This design comes from an exercise in tuning for small area and a short achievable clock period on the open sky130 flow, not from production work. In this exercise RTL edits were held to simulation tests only and were not proved equivalent to the original.

## flow/run.sh

```bash
#!/bin/bash
# synth_recipe.tcl (not shown) runs the flow's synth.tcl, then flattens the netlist and writes it again
# the make line also repeats each setting of config.mk as NAME=value (left out here)
make -C /OpenROAD-flow-scripts/flow DESIGN_CONFIG=/design/flow/config.mk WORK_HOME=/design/flow/orfs CLKGATE_MAP_FILE= SYNTH_SCRIPT=/design/flow/synth_recipe.tcl finish
```

## flow/config.mk

```make
export PLATFORM = sky130hd
export DESIGN_NAME = sym4_dec_fir_fp32
export DESIGN_NICKNAME = sym4_dec_fir_fp32
export VERILOG_FILES = /design/flow/design.v
export SDC_FILE = /design/flow/constraint.sdc
export NUM_CORES = 4
export LEC_CHECK = 0
export CAP_MARGIN = 20
export CORE_MARGIN = 2
export CORE_UTILIZATION = 30
export PLACE_DENSITY = 0.42
export SLEW_MARGIN = 20
```

## flow/constraint.sdc

```tcl
create_clock -name core_clock -period 10.0 [get_ports {clk}]
set_input_delay 2.0000 -clock core_clock [delete_from_list [all_inputs] [get_ports {clk}]]
set_output_delay 2.0000 -clock core_clock [all_outputs]
set_load 0.01 [all_outputs]
```

## flow/design.v

```verilog
module fp32_mult(
    input clk,
    input rstn,
    input [31:0] dina,
    input [31:0] dinb,
    input valid_din,
    output [31:0] result,
    output valid_out
);
    reg [31:0] dina_r1, dinb_r1;
    reg valid_r1;
    reg sign_a1, sign_b1;
    reg signed [8:0] exp_a1, exp_b1;
    reg [23:0] man_a1, man_b1;
    always @(posedge clk or negedge rstn) begin
        if (!rstn) begin
            valid_r1 <= 1'b0;
        end else begin
            valid_r1 <= valid_din;
            dina_r1 <= dina; dinb_r1 <= dinb;
            sign_a1 <= dina[31]; sign_b1 <= dinb[31];
            exp_a1  <= {1'b0,dina[30:23]}; exp_b1  <= {1'b0,dinb[30:23]};
            man_a1  <= (dina[30:23] == 8'h0) ? {1'b0,dina[22:0]} : {1'b1, dina[22:0]};
            man_b1  <= (dinb[30:23] == 8'h0) ? {1'b0,dinb[22:0]} : {1'b1, dinb[22:0]};
        end
    end
    reg valid_r2;
    reg sign_r2;
    reg signed [9:0] exp_sum2;
    reg [47:0] man_prod2;
    reg [31:0] dina_r2, dinb_r2;
    always @(posedge clk or negedge rstn) begin
        if (!rstn) valid_r2 <= 1'b0;
        else begin
            valid_r2  <= valid_r1;
            sign_r2   <= sign_a1 ^ sign_b1;
            exp_sum2  <= exp_a1 + exp_b1 - 8'd127;
            man_prod2 <= man_a1 * man_b1;
            dina_r2   <= dina_r1; dinb_r2 <= dinb_r1;
        end
    end
    reg valid_r3;
    reg sign_r3;
    reg signed[9:0] exp_norm3;
    reg [23:0] man_norm3;  
    reg sticky3;
    reg round3;
    reg [31:0] dina_r3, dinb_r3;
    always @(posedge clk or negedge rstn) begin
        if (!rstn) valid_r3 <= 1'b0;
        else begin
            valid_r3 <= valid_r2;
            sign_r3  <= sign_r2;
            dina_r3  <= dina_r2; dinb_r3 <= dinb_r2;
            if (man_prod2[47]) begin
                exp_norm3 <= exp_sum2 + 1'b1;
                man_norm3 <= man_prod2[47:24];
                round3    <= man_prod2[23];
                sticky3   <= |man_prod2[22:0];
            end else begin
                exp_norm3 <= exp_sum2;
                man_norm3 <= man_prod2[46:23];
                round3    <= man_prod2[22];
                sticky3   <= |man_prod2[21:0];
            end
        end
    end
    reg valid_r4;
    reg [31:0] result_pre4;
    reg signed [9:0] exp_final4;
    reg sign_r4;
    reg [31:0] dina_r4, dinb_r4;
    wire round_en = sticky3 && (round3);  
    always @(posedge clk or negedge rstn) begin
        if (!rstn) valid_r4 <= 1'b0;
        else begin
            valid_r4 <= valid_r3;
            sign_r4  <= sign_r3;
            dina_r4  <= dina_r3; dinb_r4 <= dinb_r3;
            if (round_en) begin
                if (man_norm3 == 24'hFFFFFF) begin  
                    result_pre4[22:0] <= 23'h0; 
                    exp_final4 <= exp_norm3 + 1'b1;
                end else begin
                    result_pre4[22:0] <= man_norm3[22:0] + 1'b1;
                    exp_final4 <= exp_norm3;
                end
            end else begin
                result_pre4[22:0] <= man_norm3[22:0];
                exp_final4 <= exp_norm3;
            end
        end
    end
    reg [31:0] final_result;
    reg final_valid;
    wire is_zero=(~|dina_r4[30:0]) || (~|dinb_r4[30:0]);
    wire is_inf=(&dina_r4[30:23] && ~|dina_r4[22:0]) || (&dinb_r4[30:23] && ~|dinb_r4[22:0]);
    wire is_nan=(&dina_r4[30:23] && |dina_r4[22:0]) || (&dinb_r4[30:23] && |dinb_r4[22:0]);
    always @(posedge clk or negedge rstn) 
        if (!rstn) begin
            final_result <= 32'h0;
            final_valid  <= 1'b0;
        end else begin
            final_valid <= valid_r4;
            if(is_nan) begin
                final_result <= 32'h7fc00000;  
            end else if(is_inf) begin
                if(is_zero)  
                    final_result <= 32'h7fc00000;  
                else
                    final_result <= {sign_r4, 8'hff, 23'h0};  
            end
            else if(is_zero) begin
                final_result <= {sign_r4, 31'h0};  
            end
            else if (exp_final4>= 255) begin
                final_result <= {sign_r4, 8'hFF, 23'h0};  
            end else if(exp_final4 <= 0) begin
                final_result <= {sign_r4, 31'h0};  
            end else
            begin
                final_result <= {sign_r4, exp_final4[7:0], result_pre4[22:0]};
            end
        end
    assign result = final_result;
    assign valid_out = final_valid;
endmodule
module fp32_add_sub (
    input clk,
    input rstn,
    input [31:0]dina,
    input [31:0]dinb,
    input op,          
    input valid_in,
    output [31:0]result,
    output valid_out
);
    reg [31:0] dina_r1, dinb_r1;
    reg op_r1, valid_r1;
    reg sign_a1, sign_b1;
    reg [7:0] exp_a1, exp_b1;
    reg [23:0] man_a1, man_b1;   
    reg is_zero_a1, is_zero_b1;
    reg is_inf_a1, is_inf_b1;
    reg is_nan_a1, is_nan_b1;
    always @(posedge clk or negedge rstn) begin
        if (!rstn) begin
            is_zero_a1 <= 1'b0;
            is_zero_b1 <= 1'b0;
            is_inf_a1 <= 1'b0;
            is_inf_b1 <= 1'b0;
            is_nan_a1 <= 1'b0;
            is_nan_b1 <= 1'b0;
            dina_r1 <= 32'h0;
            dinb_r1 <= 32'h0;
            op_r1 <= 1'b0;
            valid_r1 <= 1'b0;
            sign_a1 <= 1'b0;
            exp_a1 <= 8'h0;
            man_a1 <= 24'h0;
            sign_b1 <= 1'b0;
            exp_b1 <= 8'h0;
            man_b1 <= 24'h0;
        end else begin
            dina_r1 <= dina;
            dinb_r1 <= dinb;
            op_r1 <= op;
            valid_r1 <= valid_in;
            sign_a1 <= dina[31];
            exp_a1 <= dina[30:23];
            man_a1 <= {(dina[30:23] != 8'h0), dina[22:0]};   
            sign_b1 <= dinb[31];
            exp_b1 <= dinb[30:23];
            man_b1 <= {(dinb[30:23] != 8'h0), dinb[22:0]};   
            is_zero_a1 <= (dina[30:0] == 31'h0);
            is_zero_b1 <= (dinb[30:0] == 31'h0);
            is_inf_a1 <= (dina[30:23] == 8'hFF) && (dina[22:0] == 23'h0);
            is_inf_b1 <= (dinb[30:23] == 8'hFF) && (dinb[22:0] == 23'h0);
            is_nan_a1 <= (dina[30:23] == 8'hFF) && (dina[22:0] != 23'h0);
            is_nan_b1 <= (dinb[30:23] == 8'hFF) && (dinb[22:0] != 23'h0);
        end
    end
    reg [7:0] exp_aligned2;
    reg [47:0] man_a2, man_b2;
    reg sign_a2, sign_b2_adj;
    reg [31:0] dina_r2, dinb_r2;
    reg valid_r2;
    reg is_zero_a2, is_zero_b2;
    reg is_inf_a2, is_inf_b2;
    reg is_nan_a2,is_nan_b2;
    always @(posedge clk or negedge rstn) begin
        if (!rstn) begin
            exp_aligned2 <= 8'h0;
            man_a2 <= 48'h0;
            man_b2 <= 48'h0;
            sign_a2 <= 1'b0;
            sign_b2_adj <= 1'b0;
            dina_r2 <= 32'h0;
            dinb_r2 <= 32'h0;
            valid_r2 <= 1'b0;
            is_zero_a2 <= 1'b0;
            is_zero_b2 <= 1'b0;
            is_inf_a2 <= 1'b0;
            is_inf_b2 <= 1'b0;
            is_nan_a2 <= 1'b0;
            is_nan_b2 <= 1'b0;
        end else begin
            is_zero_a2 <= is_zero_a1;
            is_zero_b2 <= is_zero_b1;
            is_inf_a2 <= is_inf_a1;
            is_inf_b2 <= is_inf_b1;
            is_nan_a2 <= is_nan_a1;
            is_nan_b2 <= is_nan_b1;
            dina_r2 <= dina_r1;
            dinb_r2 <= dinb_r1;
            valid_r2 <= valid_r1;
            sign_b2_adj <= (op_r1) ? ~sign_b1 : sign_b1;
            sign_a2 <= sign_a1;
            if (exp_a1 >= exp_b1) begin
                exp_aligned2 <= exp_a1;
                man_a2 <= {man_a1, 24'h0};
                man_b2 <= {man_b1, 24'h0} >> (exp_a1 - exp_b1);
            end else begin
                exp_aligned2 <= exp_b1;
                man_b2 <= {man_b1, 24'h0};
                man_a2 <= {man_a1, 24'h0} >> (exp_b1 - exp_a1);
            end
        end
    end
    reg [48:0] man_result3;
    reg [7:0] exp_result3;
    reg sign_result3;
    reg valid_r3;
    reg sign_a3, sign_b3_adj;
    reg is_zero_a3, is_zero_b3;
    reg is_inf_a3, is_inf_b3;
    reg is_nan_a3, is_nan_b3;
        always @(posedge clk or negedge rstn) begin
            if (!rstn) begin
                is_zero_a3 <= 1'b0;
                is_zero_b3 <= 1'b0;
                is_inf_a3 <= 1'b0;
                is_inf_b3 <= 1'b0;
                is_nan_a3 <= 1'b0;
                is_nan_b3 <= 1'b0;
                sign_a3 <= 1'b0;
                sign_b3_adj <= 1'b0;
            end else begin
                is_zero_a3 <= is_zero_a2;
                is_zero_b3 <= is_zero_b2;
                is_inf_a3 <= is_inf_a2;
                is_inf_b3 <= is_inf_b2;
                is_nan_a3 <= is_nan_a2;
                is_nan_b3 <= is_nan_b2;
                sign_a3 <= sign_a2;
                sign_b3_adj <= sign_b2_adj;
            end
        end
    always @(posedge clk or negedge rstn) begin
        if (!rstn) begin
            man_result3 <= 49'h0;
            exp_result3 <= 8'h0;
            sign_result3 <= 1'b0;
            valid_r3 <= 1'b0;
        end else begin
            exp_result3 <= exp_aligned2;
            valid_r3 <= valid_r2;
            if (sign_a2 == sign_b2_adj) begin
                man_result3 <= {1'b0, man_a2} + {1'b0, man_b2};
                sign_result3 <= sign_a2;
            end else begin
                if (man_a2 >= man_b2) begin
                    man_result3 <= {1'b0, man_a2} - {1'b0, man_b2};
                    sign_result3 <= sign_a2;
                end else begin
                    man_result3 <= {1'b0, man_b2} - {1'b0, man_a2};
                    sign_result3 <= sign_b2_adj;
                end
            end
        end
    end
    wire [5:0] clz;   
    assign clz = 
        (man_result3[48]) ? 6'd0  :
        (man_result3[47]) ? 6'd1  :
        (man_result3[46]) ? 6'd2  :
        (man_result3[45]) ? 6'd3  :
        (man_result3[44]) ? 6'd4  :
        (man_result3[43]) ? 6'd5  :
        (man_result3[42]) ? 6'd6  :
        (man_result3[41]) ? 6'd7  :
        (man_result3[40]) ? 6'd8  :
        (man_result3[39]) ? 6'd9  :
        (man_result3[38]) ? 6'd10 :
        (man_result3[37]) ? 6'd11 :
        (man_result3[36]) ? 6'd12 :
        (man_result3[35]) ? 6'd13 :
        (man_result3[34]) ? 6'd14 :
        (man_result3[33]) ? 6'd15 :
        (man_result3[32]) ? 6'd16 :
        (man_result3[31]) ? 6'd17 :
        (man_result3[30]) ? 6'd18 :
        (man_result3[29]) ? 6'd19 :
        (man_result3[28]) ? 6'd20 :
        (man_result3[27]) ? 6'd21 :
        (man_result3[26]) ? 6'd22 :
        (man_result3[25]) ? 6'd23 :
        (man_result3[24]) ? 6'd24 :
        (man_result3[23]) ? 6'd25 :
        (man_result3[22]) ? 6'd26 :
        (man_result3[21]) ? 6'd27 :
        (man_result3[20]) ? 6'd28 :
        (man_result3[19]) ? 6'd29 :
        (man_result3[18]) ? 6'd30 :
        (man_result3[17]) ? 6'd31 :
        (man_result3[16]) ? 6'd32 :
        (man_result3[15]) ? 6'd33 :
        (man_result3[14]) ? 6'd34 :
        (man_result3[13]) ? 6'd35 :
        (man_result3[12]) ? 6'd36 :
        (man_result3[11]) ? 6'd37 :
        (man_result3[10]) ? 6'd38 :
        (man_result3[9])  ? 6'd39 :
        (man_result3[8])  ? 6'd40 :
        (man_result3[7])  ? 6'd41 :
        (man_result3[6])  ? 6'd42 :
        (man_result3[5])  ? 6'd43 :
        (man_result3[4])  ? 6'd44 :
        (man_result3[3])  ? 6'd45 :
        (man_result3[2])  ? 6'd46 :
        (man_result3[1])  ? 6'd47 :
        (man_result3[0])  ? 6'd48 :
        6'd49;   
    wire [7:0] shift_amount;
    wire signed [8:0] exp_adjusted;
    wire [23:0] mantissa_normalized;
    assign shift_amount = (clz == 6'd0) ? 6'd0 : (clz - 6'd1);
    assign exp_adjusted = (clz == 6'd0) ? (exp_result3 + 8'd1) : (exp_result3 - {{2{shift_amount[5]}},shift_amount[5:0]});
    assign mantissa_normalized =
        (clz == 6'd0)  ? man_result3[47:25] :    
        (clz == 6'd1)  ? man_result3[46:24] :    
        (clz == 6'd2)  ? man_result3[45:23] :    
        (clz == 6'd3)  ? man_result3[44:22] :    
        (clz == 6'd4)  ? man_result3[43:21] :    
        (clz == 6'd5)  ? man_result3[42:20] :    
        (clz == 6'd6)  ? man_result3[41:19] :    
        (clz == 6'd7)  ? man_result3[40:18] :
        (clz == 6'd8)  ? man_result3[39:17] :
        (clz == 6'd9)  ? man_result3[38:16] :
        (clz == 6'd10) ? man_result3[37:15] :
        (clz == 6'd11) ? man_result3[36:14] :
        (clz == 6'd12) ? man_result3[35:13] :
        (clz == 6'd13) ? man_result3[34:12] :
        (clz == 6'd14) ? man_result3[33:11] :
        (clz == 6'd15) ? man_result3[32:10] :
        (clz == 6'd16) ? man_result3[31:9]  :
        (clz == 6'd17) ? man_result3[30:8]  :
        (clz == 6'd18) ? man_result3[29:7]  :
        (clz == 6'd19) ? man_result3[28:6]  :
        (clz == 6'd20) ? man_result3[27:5]  :
        (clz == 6'd21) ? man_result3[26:4]  :
        (clz == 6'd22) ? man_result3[25:3]  :
        (clz == 6'd23) ? man_result3[24:2]  :
        (clz == 6'd24) ? man_result3[23:1]  :
        24'h0;   
    reg [31:0] result_r4;
    reg valid_r4;
always @(posedge clk or negedge rstn) begin
        if (!rstn) begin
            result_r4 <= 32'h0;
            valid_r4 <= 1'b0;
        end else begin
            valid_r4 <= valid_r3;
            if(is_nan_a3 || is_nan_b3) begin
                result_r4 <= 32'h7FC00000;
            end 
            else if (is_inf_a3 || is_inf_b3) begin
                if (is_inf_a3 && is_inf_b3) begin
                    result_r4 <= (sign_a3 == sign_b3_adj) ? {sign_a3, 8'hFF, 23'h0} : 32'h7FC00000;
                end else if (is_inf_a3) begin
                    result_r4 <= {sign_a3, 8'hFF, 23'h0};
                end else begin
                    result_r4 <= {sign_b3_adj, 8'hFF, 23'h0};
                end
            end
            else if (is_zero_a3 && is_zero_b3) begin
                result_r4 <= (op_r1) ? {sign_a3 & sign_b3_adj, 31'h0} : {sign_a3 | sign_b3_adj, 31'h0};
            end 
            else begin
                if (man_result3 == 49'h0 || clz > 6'd24) begin
                    result_r4 <= 32'h0;  
                end else if (exp_adjusted <= 8'd0) begin
                    result_r4 <= 32'h0;  
                end else if (exp_adjusted >= 9'd255) begin
                    result_r4 <= {sign_result3, 8'hFF, 23'h0};  
                end else begin
                    result_r4 <= {sign_result3, exp_adjusted[7:0], mantissa_normalized[22:0]};
                end
            end
        end
    end
    assign result = result_r4;
    assign valid_out = valid_r4;
endmodule
module sym4_dec_fir_fp32 #(
    parameter [31:0] DEC_H0 = 32'hbd9b2b0e,  
    parameter [31:0] DEC_H1 = 32'hbcf2c635,  
    parameter [31:0] DEC_H2 = 32'h3efec7e0,  
    parameter [31:0] DEC_H3 = 32'h3f4dc1d3,  
    parameter [31:0] DEC_H4 = 32'h3e9880d1,  
    parameter [31:0] DEC_H5 = 32'hbdcb339e,  
    parameter [31:0] DEC_H6 = 32'hbc4e80df,  
    parameter [31:0] DEC_H7 = 32'h3d03fc5f   
)(
    input             clk,
    input             rstn,
    input             din_valid,
    input      [31:0] din,
    output reg        dout_valid,
    output reg [31:0] dout
);
reg [31:0] x_hist_temp [0:6];
reg        phase;
always @(posedge clk or negedge rstn) begin
    if (!rstn) begin
        x_hist_temp[0] <= 32'h0; x_hist_temp[1] <= 32'h0;
        x_hist_temp[2] <= 32'h0; x_hist_temp[3] <= 32'h0;
        x_hist_temp[4] <= 32'h0; x_hist_temp[5] <= 32'h0;
        x_hist_temp[6] <= 32'h0;
        phase <= 1'b0;
    end else if (din_valid) begin
        x_hist_temp[0] <= din;
        x_hist_temp[1] <= x_hist_temp[0];
        x_hist_temp[2] <= x_hist_temp[1];
        x_hist_temp[3] <= x_hist_temp[2];
        x_hist_temp[4] <= x_hist_temp[3];
        x_hist_temp[5] <= x_hist_temp[4];
        x_hist_temp[6] <= x_hist_temp[5];
        phase <= ~phase;
    end
end
reg        mult_valid_in;
reg [31:0] curr_din;
reg [31:0] x_hist [0:6];
integer i, j;
always @(posedge clk or negedge rstn) begin
    if (!rstn)
        mult_valid_in <= 1'b0;
    else
        mult_valid_in <= din_valid & phase;
end
always @(posedge clk) begin
    curr_din <= din;
    for (i = 0; i < 7; i = i + 1)
        x_hist[i] <= x_hist_temp[i];
end
wire [31:0] product [0:7];
wire mult_valid_out;
fp32_mult fp32_mult_0(clk, rstn, curr_din,  DEC_H0, mult_valid_in, product[0], mult_valid_out);
fp32_mult fp32_mult_1(clk, rstn, x_hist[0], DEC_H1, mult_valid_in, product[1], );
fp32_mult fp32_mult_2(clk, rstn, x_hist[1], DEC_H2, mult_valid_in, product[2], );
fp32_mult fp32_mult_3(clk, rstn, x_hist[2], DEC_H3, mult_valid_in, product[3], );
fp32_mult fp32_mult_4(clk, rstn, x_hist[3], DEC_H4, mult_valid_in, product[4], );
fp32_mult fp32_mult_5(clk, rstn, x_hist[4], DEC_H5, mult_valid_in, product[5], );
fp32_mult fp32_mult_6(clk, rstn, x_hist[5], DEC_H6, mult_valid_in, product[6], );
fp32_mult fp32_mult_7(clk, rstn, x_hist[6], DEC_H7, mult_valid_in, product[7], );
reg        mult_valid_out_d1;
reg [31:0] product_d1 [0:7];
always @(posedge clk or negedge rstn) begin
    if (!rstn) mult_valid_out_d1 <= 1'b0;
    else       mult_valid_out_d1 <= mult_valid_out;
end
always @(posedge clk)
    for (j = 0; j < 8; j = j + 1)
        product_d1[j] <= product[j];
wire        add_valid_out_0;
wire [31:0] sum0 [0:3];
fp32_add_sub fp32_add_0_0(clk, rstn, product_d1[0], product_d1[1], 1'b0, mult_valid_out_d1, sum0[0], add_valid_out_0);
fp32_add_sub fp32_add_0_1(clk, rstn, product_d1[2], product_d1[3], 1'b0, mult_valid_out_d1, sum0[1], );
fp32_add_sub fp32_add_0_2(clk, rstn, product_d1[4], product_d1[5], 1'b0, mult_valid_out_d1, sum0[2], );
fp32_add_sub fp32_add_0_3(clk, rstn, product_d1[6], product_d1[7], 1'b0, mult_valid_out_d1, sum0[3], );
reg        add_valid_out_0_d1;
reg [31:0] sum0_d1 [0:3];
always @(posedge clk or negedge rstn) begin
    if (!rstn) add_valid_out_0_d1 <= 1'b0;
    else       add_valid_out_0_d1 <= add_valid_out_0;
end
always @(posedge clk)
    for (j = 0; j < 4; j = j + 1)
        sum0_d1[j] <= sum0[j];
wire        add_valid_out_1;
wire [31:0] sum1 [0:1];
fp32_add_sub fp32_add_1_0(clk, rstn, sum0_d1[0], sum0_d1[1], 1'b0, add_valid_out_0_d1, sum1[0], add_valid_out_1);
fp32_add_sub fp32_add_1_1(clk, rstn, sum0_d1[2], sum0_d1[3], 1'b0, add_valid_out_0_d1, sum1[1], );
reg        add_valid_out_1_d1;
reg [31:0] sum1_d1 [0:1];
always @(posedge clk or negedge rstn) begin
    if (!rstn) add_valid_out_1_d1 <= 1'b0;
    else       add_valid_out_1_d1 <= add_valid_out_1;
end
always @(posedge clk) begin
    sum1_d1[0] <= sum1[0];
    sum1_d1[1] <= sum1[1];
end
wire        add_valid_out_2;
wire [31:0] sum2;
fp32_add_sub fp32_add_2_0(clk, rstn, sum1_d1[0], sum1_d1[1], 1'b0, add_valid_out_1_d1, sum2, add_valid_out_2);
always @(posedge clk or negedge rstn) begin
    if (!rstn) dout_valid <= 1'b0;
    else       dout_valid <= add_valid_out_2;
end
always @(posedge clk)
    dout <= sum2;
endmodule
```

==> run summary <==
* Run status: finished clean
* Router iterations before antenna repair: 9
- Synthesis inferred 5237 register bits.
- The final-report max-slew violation count was 0.
- Setup repair after global routing left no endpoint under its margin.
- Most used DFF post-synth: dfrtp_1
- The number of nets handed over by synthesis was 42800.
- Clk Latency, worst-skew pair: 1.11 ns
- The path class of the tightest hold or removal check is flip-flop to flip-flop.
- In this run the tool buffered the top-level ports with 67 buffer cells.
- The final hold violation count is 0.
- Largest net degree at the start of global routing: 179
- Arrival @ worst endpoint: 9.38 ns
* Sinks on Clock Net: ~5200
- In this run the remaining antenna-violating nets after routing total 0.
- Most instantiated cells after synthesis: inv_1 (3924), ha_1 (3095), nor2_1 (2985), a21oi_1 (2941), nand2_1 (2672)
- After synthesis, the largest area contributor takes up 16.9% of total cell area.
* Library cells used by synthesis: roughly 100
* Maximum fanout along the worst path: 5
* IO Pins: 68
- Highest achievable clock rate: 117 MHz
* Number of standard cells after synthesis: roughly 38000
- The smallest clock period supported by the final layout is computed as 8.51 ns.
* Total congestion overflow after global routing: 0
* Number of max-cap violations: 0
* Hold path cells: 0
* Via-to-Cell Ratio: ~5.4
* Top cells by area in the synthesized netlist: dfrtp_1 (17%), edfxtp_1 (17%), ha_1 (11%)
- Via count of the first global-routing pass: between 200k and 300k
- The initial utilization of the core area, before any placement, comes to about 30%.
- After routing the design area is 407000 um2.
- Hold repair after CTS inserted 0 buffers.
* Fill count: 124000
- Counting flops with a built-in enable in the synthesized netlist gives 2024.
- Biggest area consumer among synthesized cells: dfrtp_1
- H-tree levels: 6
- For the pin with the worst max-slew slack, the measured transition is roughly 1.3 ns.
* Wire per inst: 24.3 um
- Core area: between 1000000 and 1500000 um2
- Post-route DRC: 0
- Setup violations remaining at the end of the flow were counted as 0.
- Relative to the synthesized area, the layout overhead comes to 11.2%.
* Final worst-path cycle share: 85.1%
* Height of the die: about 1.1 mm
- Layout cells sized above 1: 7.29%
* Clock Pin Slew Worst Setup and Hold Paths: 0.06 ns
* Combined global-route utilization of all metal layers: between 20% and 30%
- Sum of negative setup slack: 0 ns
* Iter 0 DRT Violations: 27000
- Metal1 wirelength: 620 mm
- Die Area: 1230000 um2
- Crit path required time: 10.87 ns
* Top routing layer in use: met5
- The tree is rooted in a clkbuf_16.
* Number of buffers on the longest clock path: 5
- Dividing the synthesized area by the synthesized cell count gives 9.63 um2.
* Crit end category: flip-flop
* Leading cell type by number of instances after synthesis: inv_1
- The placed instances occupy a cell area of 385000 um2.
- Slew HR: 14.0%
- Clock tree from TritonCTS: built
* Launching element type of the critical path: flip-flop
- Share of the yosys chip area belonging to registers: a little under two fifths
- During synthesis, Yosys emitted a total of 13 warnings.
* Setup bufs post-CTS: 0
- Post-cts sizing count: 0
- Syn Std Cell Area: roughly 370000 um2
- The routed design uses between 70 and 80 mm of met3 wire.
- The worst register-to-register path has a depth of 27.
- Dpl hpwl: between 1000 and 1500 mm
- For this block, the routed nets add up to 1310 mm of wire.
* Via count: 290000
- Between clock sinks in the finished design, the worst skew comes to 0.0861 ns.
* Final estimated routing congestion in global placement: 0.923
- Met2 routed WL: 577 mm
- Measured along the x axis, the die boundary spans around 1.1 mm.
* First-pass GRT wire length: 1960 mm
* Row Count: 405
* Net count reported at finish: 42100
* Async S/R FF share, synth: between 40% and 50%
* CTS Buf Count: approximately 630
- Classification of the worst setup path: flip-flop to flip-flop
- The initial antenna violation count is 79.
## area by class of cell
type	instances	area [um2]	share of cell area, %
multi-input cells	26800	207000	50.9
flip-flops and latches	5237	137000	33.8
well taps	16100	20100	4.94
repair buffers	720	5840	1.44
diodes	20	50.0	0.0123
inverters	3941	14800	3.63
clock inverters	312	3520	0.866
clock buffers	851	18000	4.42
## routing by layer
layer / vias up / global-route usage [%]
li1: 134000 / -
met1: 144000 / 30.3
met2: 10400 / 32.0
met3: 1961 / 2.23
met4: 6 / 5.86
met5: - / 0
## sequential cells by signal, summed over array words and instances, names as in the netlist, 49 cells and up
signal                    count
sum1_d1                      64
fp32_add_1_0.man_result3     49
x_hist                      224
x_hist_temp                 224
fp32_add_0_2.man_result3     49
fp32_add_2_0.man_result3     49
product_d1                  256
fp32_add_0_3.man_result3     49
fp32_add_0_1.man_result3     49
fp32_add_0_0.man_result3     49
fp32_add_1_1.man_result3     49
sum0_d1                     128
## worst max-delay path, cell delays in order, from the launching register on
cell	delay, ns
edfxtp_1	0.49
ha_1	0.36
inv_1	0.08
fa_1	0.49
inv_1	0.06
fa_1	0.54
ha_1	0.16
inv_1	0.06
fa_1	0.48
inv_1	0.05
fa_1	0.54
inv_1	0.05
fa_1	0.47
inv_1	0.05
ha_1	0.20
or3_1	0.44
o221a_2	0.31
nand2_1	0.08
o21ai_0	0.18
a2111oi_0	1.02
o31ai_1	0.37
a221o_1	0.44
a2111o_1	0.47
a31oi_1	0.27
nand2b_1	0.09
a21oi_1	0.23
o21ai_0	0.15
xor2_1	0.15
## final timing paths
| check | end | startpoint | slack (ns) |
|---|---|---|---|
| setup / recovery | fp32_mult_5.man_prod2[46]$_DFFE_PP_ | fp32_mult_5.dina_r1[6]$_DFFE_PP_ | 1.49 |
| hold / removal | product_d1[3][11]$_DFF_P_ | fp32_mult_3.final_result[11]$_DFF_PN0_ | 0.29 |
| hold reg to reg | product_d1[3][11]$_DFF_P_ | fp32_mult_3.final_result[11]$_DFF_PN0_ | 0.29 |
| setup reg to reg | fp32_mult_5.man_prod2[46]$_DFFE_PP_ | fp32_mult_5.dina_r1[6]$_DFFE_PP_ | 1.49 |
| min in group asynchronous | fp32_add_1_0.man_result3[31]$_DFF_PN0_ | rstn | 1.08 |
| max in group asynchronous | fp32_add_1_0.valid_r3$_DFF_PN0_ | rstn | 6.60 |
## layout by cell type (no fill, tap or decap), types with 107 or more instances in the layout
cell type  instances
nand4_1          505
and3_1           229
xnor2_1          845
o31ai_1          169
and2_1           296
fa_1            1688
o221ai_1         251
nand3_1          665
a22oi_1          206
buf_4            630
xor2_1           324
nor2b_1          159
nor4_1           448
a31oi_1          327
edfxtp_1        2024
a21oi_1         2933
o22ai_1          351
or3_1            158
a221oi_1         422
inv_1           3924
a22o_1           142
a221o_1          201
a2111oi_0        107
o211ai_1         269
mux2_2           572
o21bai_1         467
dfrtp_1         2477
clkbuf_16        653
nor3_1           853
nand2b_1         171
a21o_1           479
mux2i_1          394
ha_1            3088
dfxtp_1          736
o21a_1           179
o21ai_0         2202
nor2_1          2976
nand2_1         2670
mux4_2           121
a211oi_1         444
## logic make-up after synthesis
logic type / count (synthesis) / share of synthesized area [%]
mux: 1087 / 3.58
fa+ha+maj: 4783 / 19.8
flops: 5237 / 37.6
simple gates: 9583 / 12.1
compound gates: 10100 / 17.8
xor+xnor: 1247 / 2.98
buf+inv: 5990 / 6.15
## stage by stage
step | hold slack [ns] | setup WS [ns] | std cells | utilization [%]
finish | 0.294 | 1.49 | 53900 | 33.5
global route | 0.290 | 1.00 | 53900 | 33.5
global placement | 0.322 | 1.23 | 52800 | 31.7
CTS | 0.275 | 1.49 | 53900 | 33.5
floorplan | 0.316 | 2.82 | 38000 | -
detailed placement | 0.320 | 1.46 | 52800 | 31.7

## re-timing with driven ports
The flow's constraints put no driver on any port. The routed layout listed below was extracted and timed again, unchanged, in two steps.
Step 1 (the two cells are an assumption about what drives the block):
set clk [get_ports {clk}]
set_driving_cell -lib_cell sky130_fd_sc_hd__clkbuf_16 $clk
set_driving_cell -lib_cell sky130_fd_sc_hd__buf_2 [delete_from_list [all_inputs] $clk]
Step 2 moves the port delays by t, midway between the first and last clock arrival at a register: inputs arrive t later, outputs are due t later. That takes back most of the time a late clock gives input paths.
Slacks: ideal ports / drivers / drivers and shift; pairs: ideal ports / drivers.
t, ns: 1.235
setup WS [ns]: 1.488 / 1.488 / 1.488
hold slack, ns: 0.294 / 0.294 / 0.294
slew at the worst register clock pin (ns): 0.07 / 0.07
After both steps setup and hold are still met in this run. For this run, drivers alone change the setup slack by 0.000 ns; drivers and shift together by 0.000 ns.
